This design comes from an exercise in tuning for small area and a short achievable clock period on the open sky130 flow, not from production work.
Only simulation tests tie the RTL to the original design; equivalence was not proved.
No activity file was given, so power comes from the tool's default toggle rates.

// lcdTimCtrlCore
    module lcdTimCtrlCore #
    (
        parameter integer C_HOR_WIDTH = 12,
        parameter integer C_VER_WIDTH = 12
    )
    (
        output reg oHSynch,
        output reg oVSynch,
        output reg oEnVideo,
        output wire [C_HOR_WIDTH - 1 : 0] oHAddr,
        output wire [C_VER_WIDTH - 1 : 0] oVAddr,
        input wire [C_HOR_WIDTH - 1 : 0] iHWidth,
        input wire [C_HOR_WIDTH - 1 : 0] iHBackPorch,
        input wire [C_HOR_WIDTH - 1 : 0] iHFrontPorch,
        input wire [C_HOR_WIDTH - 1 : 0] iHResolution,
        input wire iHPolarity,
        input wire [C_VER_WIDTH - 1 : 0] iVWidth,
        input wire [C_VER_WIDTH - 1 : 0] iVBackPorch,
        input wire [C_VER_WIDTH - 1 : 0] iVFrontPorch,
        input wire [C_VER_WIDTH - 1 : 0] iVResolution,
        input wire iVPolarity,
        input wire iEnVideoPolarity,
        input wire iClkPixel,
        input wire iRst,
        input wire iEn
    );
For scale: ~130 I/O pins, about 3000 sq um of cells after synthesis.
==> module counterFromZeroToLimit, before the edit <==
    module counterFromZeroToLimit #
    (
        parameter integer C_WIDTH = 12,
        parameter integer C_SLOW = 0
    )
    (
        output reg oSync,                       
        output reg oAct,                        
        output wire oSyncNext,
        output wire oActNext,
        output wire [C_WIDTH - 1 : 0] oAddr,    
        output reg oZero,                       
        input wire [C_WIDTH - 1 : 0] iLenSync,
        input wire [C_WIDTH - 1 : 0] iLenBack,
        input wire [C_WIDTH - 1 : 0] iLenAct,
        input wire [C_WIDTH - 1 : 0] iLenFront,
        input wire iAddrEn,
        input wire iClk,
        input wire iRst,
        input wire iEn
    );
    reg front;
    wire back = ~(oSync | oAct | front);
    reg [C_WIDTH - 1 : 0] count;
    wire countEnd = (count == {{(C_WIDTH - 1){1'b1}}, 1'b0});
    wire last;
    wire step = iEn && last;
    assign oSyncNext = step ? front : oSync;
    assign oActNext = step ? back : oAct;
    wire selSync = front || !iRst;
    wire [C_WIDTH - 1 : 0] countLoad;
    always @(posedge iClk) begin
        if (step || !iRst) begin
            count <= countLoad;
        end else begin
            count <= count + iEn;
        end
    end
    generate
        if (C_SLOW) begin : gSlow
            assign countLoad = back ? {C_WIDTH{1'b0}} :
                               ~(({C_WIDTH{oSync && iRst}} & iLenBack) | ({C_WIDTH{oAct}} & iLenFront) |
                                 ({C_WIDTH{selSync}} & iLenSync));
            reg lastReg;
            always @(posedge iClk) begin
                lastReg <= oAct ? (count + 1'b1 == iLenAct) : countEnd;
            end
            assign last = lastReg;
            assign oAddr = count;
        end else begin : gFast
            assign countLoad = ~(({C_WIDTH{oSync && iRst}} & iLenBack) | ({C_WIDTH{back}} & iLenAct) |
                                 ({C_WIDTH{oAct}} & iLenFront) | ({C_WIDTH{selSync}} & iLenSync));
            assign last = countEnd;
            reg [C_WIDTH - 1 : 0] addr;
            always @(posedge iClk) begin
                if (!iRst || (iEn && !(oAct && !last && iAddrEn))) begin
                    addr <= 0;
                end else begin
                    addr <= addr + iEn;
                end
            end
            assign oAddr = addr;
        end
    endgenerate
    always @(posedge iClk or negedge iRst) begin
        if (!iRst) begin
            oSync <= 1'b1;
            oAct <= 1'b0;
            front <= 1'b0;
            oZero <= 1'b1;
        end else if (iEn) begin
            oZero <= last && front;
            if (last) begin
                oSync <= front;
                oAct <= back;
                front <= oAct;
            end
        end
    end
    endmodule
==> module lcdTimCtrlCore, before the edit <==
    module lcdTimCtrlCore #
    (
        parameter integer C_HOR_WIDTH = 12,
        parameter integer C_VER_WIDTH = 12
    )
    (
        output reg oHSynch,
        output reg oVSynch,
        output reg oEnVideo,
        output wire [C_HOR_WIDTH - 1 : 0] oHAddr,
        output wire [C_VER_WIDTH - 1 : 0] oVAddr,
        input wire [C_HOR_WIDTH - 1 : 0] iHWidth,
        input wire [C_HOR_WIDTH - 1 : 0] iHBackPorch,
        input wire [C_HOR_WIDTH - 1 : 0] iHFrontPorch,
        input wire [C_HOR_WIDTH - 1 : 0] iHResolution,
        input wire iHPolarity,
        input wire [C_VER_WIDTH - 1 : 0] iVWidth,
        input wire [C_VER_WIDTH - 1 : 0] iVBackPorch,
        input wire [C_VER_WIDTH - 1 : 0] iVFrontPorch,
        input wire [C_VER_WIDTH - 1 : 0] iVResolution,
        input wire iVPolarity,
        input wire iEnVideoPolarity,
        input wire iClkPixel,
        input wire iRst,
        input wire iEn
    );
    wire hSync, hAct, hSyncNext, hActNext, hZero;
    wire vSync, vAct, vSyncNext, vActNext, vZero;
    wire [C_VER_WIDTH - 1 : 0] vCount;
    wire vEnabler = iEn && hZero;
    counterFromZeroToLimit #
        (
            .C_WIDTH(C_HOR_WIDTH)
        )HorizontalCounter(
            .oSync(hSync),
            .oAct(hAct),
            .oSyncNext(hSyncNext),
            .oActNext(hActNext),
            .oAddr(oHAddr),
            .oZero(hZero),
            .iLenSync(iHWidth),
            .iLenBack(iHBackPorch),
            .iLenAct(iHResolution),
            .iLenFront(iHFrontPorch),
            .iAddrEn(vAct),
            .iClk(iClkPixel),
            .iRst(iRst),
            .iEn(iEn)
        );
    counterFromZeroToLimit #
        (
            .C_WIDTH(C_VER_WIDTH),
            .C_SLOW(1)
        )VerticalCounter(
            .oSync(vSync),
            .oAct(vAct),
            .oSyncNext(vSyncNext),
            .oActNext(vActNext),
            .oAddr(vCount),
            .oZero(vZero),
            .iLenSync(iVWidth),
            .iLenBack(iVBackPorch),
            .iLenAct(iVResolution),
            .iLenFront(iVFrontPorch),
            .iAddrEn(1'b1),
            .iClk(iClkPixel),
            .iRst(iRst),
            .iEn(vEnabler)
        );
    reg vActOut;
    always @(posedge iClkPixel) begin
        vActOut <= vActNext && iRst;
    end
    assign oVAddr = vCount & {C_VER_WIDTH{vActOut}};
    always @(posedge iClkPixel) begin
        oHSynch <= (hSyncNext || !iRst) ? iHPolarity : ~iHPolarity;
        oVSynch <= (vSyncNext || !iRst) ? iVPolarity : ~iVPolarity;
        oEnVideo <= (hActNext && vActNext && iRst) ? iEnVideoPolarity : ~iEnVideoPolarity;
    end
    endmodule
Settings: LEC_CHECK=0, CAP_MARGIN=20, CORE_MARGIN=2, CORE_UTILIZATION=40, SLEW_MARGIN=20, TNS_END_PERCENT=0; clock period 11.0 ns.
standard.sh (not shown) runs the stock make flow with config.mk's settings and CLKGATE_MAP_FILE= SYNTH_SCRIPT=/design/flow/synth_recipe.tcl, a recipe that flattens the netlist after the stock synthesis.
==> flow/flow/run.sh <==
#!/bin/bash
# Own flow: the standard layout (standard.sh) with these changes:
#  - the port buffers are small buffers (buf_1) instead of the default delay cells;
#  - the timing repair aims for more setup slack than the clock needs;
#  - clock tree synthesis inserts no dummy loads.
# Each ORFS step writes its full log under orfs/logs/.
export BUFFER_PORTS_ARGS="-buffer_cell sky130_fd_sc_hd__buf_1"
export SETUP_SLACK_MARGIN=8.0
export CTS_ARGS="-sink_clustering_enable -repair_clock_nets -dont_use_dummy_load"
bash standard.sh > standard.log 2>&1
Rerun with:
==> flow/design.v (replaced) <==
`timescale 1ns / 1ps
    module counterFromZeroToLimit #
    (
        parameter integer C_WIDTH = 12
    )
    (
        output reg oSync,                       
        output reg oAct,                        
        output wire oSyncNext,
        output wire oActNext,
        output reg [C_WIDTH - 1 : 0] oAddr,     
        output reg oZero,                       
        input wire [C_WIDTH - 1 : 0] iLenSync,
        input wire [C_WIDTH - 1 : 0] iLenBack,
        input wire [C_WIDTH - 1 : 0] iLenAct,
        input wire [C_WIDTH - 1 : 0] iLenFront,
        input wire iAddrEn,
        input wire iClk,
        input wire iRst,
        input wire iEn
    );
    reg front;
    wire back = ~(oSync | oAct | front);
    reg [C_WIDTH - 1 : 0] count;
    wire last = (count == {{(C_WIDTH - 1){1'b1}}, 1'b0});
    wire step = iEn && last;
    assign oSyncNext = step ? front : oSync;
    assign oActNext = step ? back : oAct;
    wire selSync = front || !iRst;
    wire [C_WIDTH - 1 : 0] countLoad = ~(({C_WIDTH{oSync && iRst}} & iLenBack) | ({C_WIDTH{back}} & iLenAct) |
                                         ({C_WIDTH{oAct}} & iLenFront) | ({C_WIDTH{selSync}} & iLenSync));
    always @(posedge iClk) begin
        if (step || !iRst) begin
            count <= countLoad;
        end else begin
            count <= count + iEn;
        end
    end
    always @(posedge iClk) begin
        if (!iRst || (iEn && !(oAct && !last && iAddrEn))) begin
            oAddr <= 0;
        end else begin
            oAddr <= oAddr + iEn;
        end
    end
    always @(posedge iClk or negedge iRst) begin
        if (!iRst) begin
            oSync <= 1'b1;
            oAct <= 1'b0;
            front <= 1'b0;
            oZero <= 1'b1;
        end else if (iEn) begin
            oZero <= last && front;
            if (last) begin
                oSync <= front;
                oAct <= back;
                front <= oAct;
            end
        end
    end
    endmodule
`timescale 1ns / 1ps
    module lcdTimCtrlCore #
    (
        parameter integer C_HOR_WIDTH = 12,
        parameter integer C_VER_WIDTH = 12
    )
    (
        output reg oHSynch,
        output reg oVSynch,
        output reg oEnVideo,
        output wire [C_HOR_WIDTH - 1 : 0] oHAddr,
        output wire [C_VER_WIDTH - 1 : 0] oVAddr,
        input wire [C_HOR_WIDTH - 1 : 0] iHWidth,
        input wire [C_HOR_WIDTH - 1 : 0] iHBackPorch,
        input wire [C_HOR_WIDTH - 1 : 0] iHFrontPorch,
        input wire [C_HOR_WIDTH - 1 : 0] iHResolution,
        input wire iHPolarity,
        input wire [C_VER_WIDTH - 1 : 0] iVWidth,
        input wire [C_VER_WIDTH - 1 : 0] iVBackPorch,
        input wire [C_VER_WIDTH - 1 : 0] iVFrontPorch,
        input wire [C_VER_WIDTH - 1 : 0] iVResolution,
        input wire iVPolarity,
        input wire iEnVideoPolarity,
        input wire iClkPixel,
        input wire iRst,
        input wire iEn
    );
    wire hSync, hAct, hSyncNext, hActNext, hZero;
    wire vSync, vAct, vSyncNext, vActNext, vZero;
    wire vEnabler = iEn && hZero;
    counterFromZeroToLimit #
        (
            .C_WIDTH(C_HOR_WIDTH)
        )HorizontalCounter(
            .oSync(hSync),
            .oAct(hAct),
            .oSyncNext(hSyncNext),
            .oActNext(hActNext),
            .oAddr(oHAddr),
            .oZero(hZero),
            .iLenSync(iHWidth),
            .iLenBack(iHBackPorch),
            .iLenAct(iHResolution),
            .iLenFront(iHFrontPorch),
            .iAddrEn(vAct),
            .iClk(iClkPixel),
            .iRst(iRst),
            .iEn(iEn)
        );
    counterFromZeroToLimit #
        (
            .C_WIDTH(C_VER_WIDTH)
        )VerticalCounter(
            .oSync(vSync),
            .oAct(vAct),
            .oSyncNext(vSyncNext),
            .oActNext(vActNext),
            .oAddr(oVAddr),
            .oZero(vZero),
            .iLenSync(iVWidth),
            .iLenBack(iVBackPorch),
            .iLenAct(iVResolution),
            .iLenFront(iVFrontPorch),
            .iAddrEn(1'b1),
            .iClk(iClkPixel),
            .iRst(iRst),
            .iEn(vEnabler)
        );
    always @(posedge iClkPixel) begin
        oHSynch <= (hSyncNext || !iRst) ? iHPolarity : ~iHPolarity;
        oVSynch <= (vSyncNext || !iRst) ? iVPolarity : ~iVPolarity;
        oEnVideo <= (hActNext && vActNext && iRst) ? iEnVideoPolarity : ~iEnVideoPolarity;
    end
    endmodule
Effect: Core utilization goes up by 3.1 points. Clock skew goes down by 0.0041 ns. Global-route usage goes down by 0.89 points. Routed wire length goes down by 5.8%. Total power goes up by 22%. Die area barely changes. Register-to-register slack gets better by 0.08 ns. Clock-buffer cell count goes up by 4. Design area goes up by 6.2%. Final cell count goes up by 0.70%. Worst setup slack gets better by 0.076 ns. Worst hold slack hardly moves. Critical path depth goes down by 1.


lcdTimCtrlCore with an RTL version that a note above also has.
Size: roughly 350 cells after synthesis, roughly 58 flip-flops, ~130 I/O pins, ~3000 um2 of cells after synthesis.
==> module counterFromZeroToLimit, before the edit <==
    module counterFromZeroToLimit #
    (
        parameter integer C_WIDTH = 12
    )
    (
        output reg oSync,                       
        output reg oAct,                        
        output wire oSyncNext,
        output wire oActNext,
        output reg [C_WIDTH - 1 : 0] oAddr,     
        output reg oZero,                       
        input wire [C_WIDTH - 1 : 0] iLenSync,
        input wire [C_WIDTH - 1 : 0] iLenBack,
        input wire [C_WIDTH - 1 : 0] iLenAct,
        input wire [C_WIDTH - 1 : 0] iLenFront,
        input wire iAddrEn,
        input wire iClk,
        input wire iRst,
        input wire iEn
    );
    reg front;
    wire back = ~(oSync | oAct | front);
    reg [C_WIDTH - 1 : 0] count;
    wire last = (count == {{(C_WIDTH - 1){1'b1}}, 1'b0});
    wire step = iEn && last;
    assign oSyncNext = step ? front : oSync;
    assign oActNext = step ? back : oAct;
    wire selSync = front || !iRst;
    wire [C_WIDTH - 1 : 0] countLoad = ~(({C_WIDTH{oSync && iRst}} & iLenBack) | ({C_WIDTH{back}} & iLenAct) |
                                         ({C_WIDTH{oAct}} & iLenFront) | ({C_WIDTH{selSync}} & iLenSync));
    always @(posedge iClk) begin
        if (step || !iRst) begin
            count <= countLoad;
        end else begin
            count <= count + iEn;
        end
    end
    always @(posedge iClk) begin
        if (!iRst || (iEn && !(oAct && !last && iAddrEn))) begin
            oAddr <= 0;
        end else begin
            oAddr <= oAddr + iEn;
        end
    end
    always @(posedge iClk or negedge iRst) begin
        if (!iRst) begin
            oSync <= 1'b1;
            oAct <= 1'b0;
            front <= 1'b0;
            oZero <= 1'b1;
        end else if (iEn) begin
            oZero <= last && front;
            if (last) begin
                oSync <= front;
                oAct <= back;
                front <= oAct;
            end
        end
    end
    endmodule
==> module lcdTimCtrlCore, before the edit <==
    module lcdTimCtrlCore #
    (
        parameter integer C_HOR_WIDTH = 12,
        parameter integer C_VER_WIDTH = 12
    )
    (
        output reg oHSynch,
        output reg oVSynch,
        output reg oEnVideo,
        output wire [C_HOR_WIDTH - 1 : 0] oHAddr,
        output wire [C_VER_WIDTH - 1 : 0] oVAddr,
        input wire [C_HOR_WIDTH - 1 : 0] iHWidth,
        input wire [C_HOR_WIDTH - 1 : 0] iHBackPorch,
        input wire [C_HOR_WIDTH - 1 : 0] iHFrontPorch,
        input wire [C_HOR_WIDTH - 1 : 0] iHResolution,
        input wire iHPolarity,
        input wire [C_VER_WIDTH - 1 : 0] iVWidth,
        input wire [C_VER_WIDTH - 1 : 0] iVBackPorch,
        input wire [C_VER_WIDTH - 1 : 0] iVFrontPorch,
        input wire [C_VER_WIDTH - 1 : 0] iVResolution,
        input wire iVPolarity,
        input wire iEnVideoPolarity,
        input wire iClkPixel,
        input wire iRst,
        input wire iEn
    );
    wire hSync, hAct, hSyncNext, hActNext, hZero;
    wire vSync, vAct, vSyncNext, vActNext, vZero;
    wire vEnabler = iEn && hZero;
    counterFromZeroToLimit #
        (
            .C_WIDTH(C_HOR_WIDTH)
        )HorizontalCounter(
            .oSync(hSync),
            .oAct(hAct),
            .oSyncNext(hSyncNext),
            .oActNext(hActNext),
            .oAddr(oHAddr),
            .oZero(hZero),
            .iLenSync(iHWidth),
            .iLenBack(iHBackPorch),
            .iLenAct(iHResolution),
            .iLenFront(iHFrontPorch),
            .iAddrEn(vAct),
            .iClk(iClkPixel),
            .iRst(iRst),
            .iEn(iEn)
        );
    counterFromZeroToLimit #
        (
            .C_WIDTH(C_VER_WIDTH)
        )VerticalCounter(
            .oSync(vSync),
            .oAct(vAct),
            .oSyncNext(vSyncNext),
            .oActNext(vActNext),
            .oAddr(oVAddr),
            .oZero(vZero),
            .iLenSync(iVWidth),
            .iLenBack(iVBackPorch),
            .iLenAct(iVResolution),
            .iLenFront(iVFrontPorch),
            .iAddrEn(1'b1),
            .iClk(iClkPixel),
            .iRst(iRst),
            .iEn(vEnabler)
        );
    always @(posedge iClkPixel) begin
        oHSynch <= (hSyncNext || !iRst) ? iHPolarity : ~iHPolarity;
        oVSynch <= (vSyncNext || !iRst) ? iVPolarity : ~iVPolarity;
        oEnVideo <= (hActNext && vActNext && iRst) ? iEnVideoPolarity : ~iEnVideoPolarity;
    end
    endmodule
Settings: LEC_CHECK=0, CAP_MARGIN=20, CORE_MARGIN=2, CORE_UTILIZATION=40, SLEW_MARGIN=20, TNS_END_PERCENT=0; clock period 11.0 ns.
==> flow/flow/run.sh <==
#!/bin/bash
# Own flow: the standard layout (standard.sh) with these changes:
#  - the port buffers are small buffers (buf_1) instead of the default delay cells;
#  - the timing repair aims for more setup slack than the clock needs;
#  - clock tree synthesis inserts no dummy loads.
# Each ORFS step writes its full log under orfs/logs/.
export BUFFER_PORTS_ARGS="-buffer_cell sky130_fd_sc_hd__buf_1"
export SETUP_SLACK_MARGIN=7.9
export CTS_ARGS="-sink_clustering_enable -repair_clock_nets -dont_use_dummy_load"
bash standard.sh > standard.log 2>&1
==> next run, changes <==
--- a/flow/design.v
+++ b/flow/design.v
@@ -1,17 +1,18 @@
 `timescale 1ns / 1ps
     module counterFromZeroToLimit #
     (
-        parameter integer C_WIDTH = 12
+        parameter integer C_WIDTH = 12,
+        parameter integer C_SLOW = 0
     )
     (
         output reg oSync,                       
         output reg oAct,                        
         output wire oSyncNext,
         output wire oActNext,
-        output reg [C_WIDTH - 1 : 0] oAddr,     
+        output wire [C_WIDTH - 1 : 0] oAddr,    
         output reg oZero,                       
         input wire [C_WIDTH - 1 : 0] iLenSync,
         input wire [C_WIDTH - 1 : 0] iLenBack,
         input wire [C_WIDTH - 1 : 0] iLenAct,
         input wire [C_WIDTH - 1 : 0] iLenFront,
         input wire iAddrEn,
@@ -19,33 +20,52 @@
         input wire iRst,
         input wire iEn
     );
     reg front;
     wire back = ~(oSync | oAct | front);
     reg [C_WIDTH - 1 : 0] count;
-    wire last = (count == {{(C_WIDTH - 1){1'b1}}, 1'b0});
+    wire countEnd = (count == {{(C_WIDTH - 1){1'b1}}, 1'b0});
+    wire last;
     wire step = iEn && last;
     assign oSyncNext = step ? front : oSync;
     assign oActNext = step ? back : oAct;
     wire selSync = front || !iRst;
-    wire [C_WIDTH - 1 : 0] countLoad = ~(({C_WIDTH{oSync && iRst}} & iLenBack) | ({C_WIDTH{back}} & iLenAct) |
-                                         ({C_WIDTH{oAct}} & iLenFront) | ({C_WIDTH{selSync}} & iLenSync));
+    wire [C_WIDTH - 1 : 0] countLoad;
     always @(posedge iClk) begin
         if (step || !iRst) begin
             count <= countLoad;
         end else begin
             count <= count + iEn;
         end
     end
-    always @(posedge iClk) begin
-        if (!iRst || (iEn && !(oAct && !last && iAddrEn))) begin
-            oAddr <= 0;
-        end else begin
-            oAddr <= oAddr + iEn;
+    generate
+        if (C_SLOW) begin : gSlow
+            assign countLoad = back ? {C_WIDTH{1'b0}} :
+                               ~(({C_WIDTH{oSync && iRst}} & iLenBack) | ({C_WIDTH{oAct}} & iLenFront) |
+                                 ({C_WIDTH{selSync}} & iLenSync));
+            reg lastReg;
+            always @(posedge iClk) begin
+                lastReg <= oAct ? (count + 1'b1 == iLenAct) : countEnd;
+            end
+            assign last = lastReg;
+            assign oAddr = count;
+        end else begin : gFast
+            assign countLoad = ~(({C_WIDTH{oSync && iRst}} & iLenBack) | ({C_WIDTH{back}} & iLenAct) |
+                                 ({C_WIDTH{oAct}} & iLenFront) | ({C_WIDTH{selSync}} & iLenSync));
+            assign last = countEnd;
+            reg [C_WIDTH - 1 : 0] addr;
+            always @(posedge iClk) begin
+                if (!iRst || (iEn && !(oAct && !last && iAddrEn))) begin
+                    addr <= 0;
+                end else begin
+                    addr <= addr + iEn;
+                end
+            end
+            assign oAddr = addr;
         end
-    end
+    endgenerate
     always @(posedge iClk or negedge iRst) begin
         if (!iRst) begin
             oSync <= 1'b1;
             oAct <= 1'b0;
             front <= 1'b0;
             oZero <= 1'b1;
@@ -85,12 +105,13 @@
         input wire iClkPixel,
         input wire iRst,
         input wire iEn
     );
     wire hSync, hAct, hSyncNext, hActNext, hZero;
     wire vSync, vAct, vSyncNext, vActNext, vZero;
+    wire [C_VER_WIDTH - 1 : 0] vCount;
     wire vEnabler = iEn && hZero;
     counterFromZeroToLimit #
         (
             .C_WIDTH(C_HOR_WIDTH)
         )HorizontalCounter(
             .oSync(hSync),
@@ -107,29 +128,35 @@
             .iClk(iClkPixel),
             .iRst(iRst),
             .iEn(iEn)
         );
     counterFromZeroToLimit #
         (
-            .C_WIDTH(C_VER_WIDTH)
+            .C_WIDTH(C_VER_WIDTH),
+            .C_SLOW(1)
         )VerticalCounter(
             .oSync(vSync),
             .oAct(vAct),
             .oSyncNext(vSyncNext),
             .oActNext(vActNext),
-            .oAddr(oVAddr),
+            .oAddr(vCount),
             .oZero(vZero),
             .iLenSync(iVWidth),
             .iLenBack(iVBackPorch),
             .iLenAct(iVResolution),
             .iLenFront(iVFrontPorch),
             .iAddrEn(1'b1),
             .iClk(iClkPixel),
             .iRst(iRst),
             .iEn(vEnabler)
         );
+    reg vActOut;
+    always @(posedge iClkPixel) begin
+        vActOut <= vActNext && iRst;
+    end
+    assign oVAddr = vCount & {C_VER_WIDTH{vActOut}};
     always @(posedge iClkPixel) begin
         oHSynch <= (hSyncNext || !iRst) ? iHPolarity : ~iHPolarity;
         oVSynch <= (vSyncNext || !iRst) ? iVPolarity : ~iVPolarity;
         oEnVideo <= (hActNext && vActNext && iRst) ? iEnVideoPolarity : ~iEnVideoPolarity;
     end
     endmodule
The new run ran to the end with no violations.
Final area fell by 5.8%.
Total power fell by 18%.
Synthesized cell count rose by 3.4%.
Global-route usage rose by 0.89 points.
Setup slack gets worse by 0.076 ns.
Combinational power rose by 14%.
Wire length rose by 6.1%.
Utilization fell by 3.1 points.

-- what the ideal ports hide --
Ports are ideal in the flow. The routed layouts listed here were re-timed in OpenROAD.
Step 1, drivers: a clkbuf_16 drives iClkPixel and a buf_2 each remaining input, both assumed.
Step 2 times the ports against the registers' clock, not the clock port: input delays grow and output delays shrink by t, the midpoint of the rising clock arrivals with the driver on.
Slacks: ideal / step 1 / step 2; pairs: ideal / step 1.
run	t, ns	setup slack, ns	worst setup path after step 2	worst slew at a driven data input, ns	pins driven straight from the clock port
the first run of note 1	0.315	7.790 / 7.763 / 7.525	input to register	0.05	1
the second run of note 1	0.353	7.866 / 7.826 / 7.473	input to register	0.06	1
the first run of note 2	0.353	7.866 / 7.826 / 7.473	input to register	0.06	1
the second run of note 2	0.315	7.790 / 7.763 / 7.525	input to register	0.05	1
After both steps setup and hold are still met in every run listed.
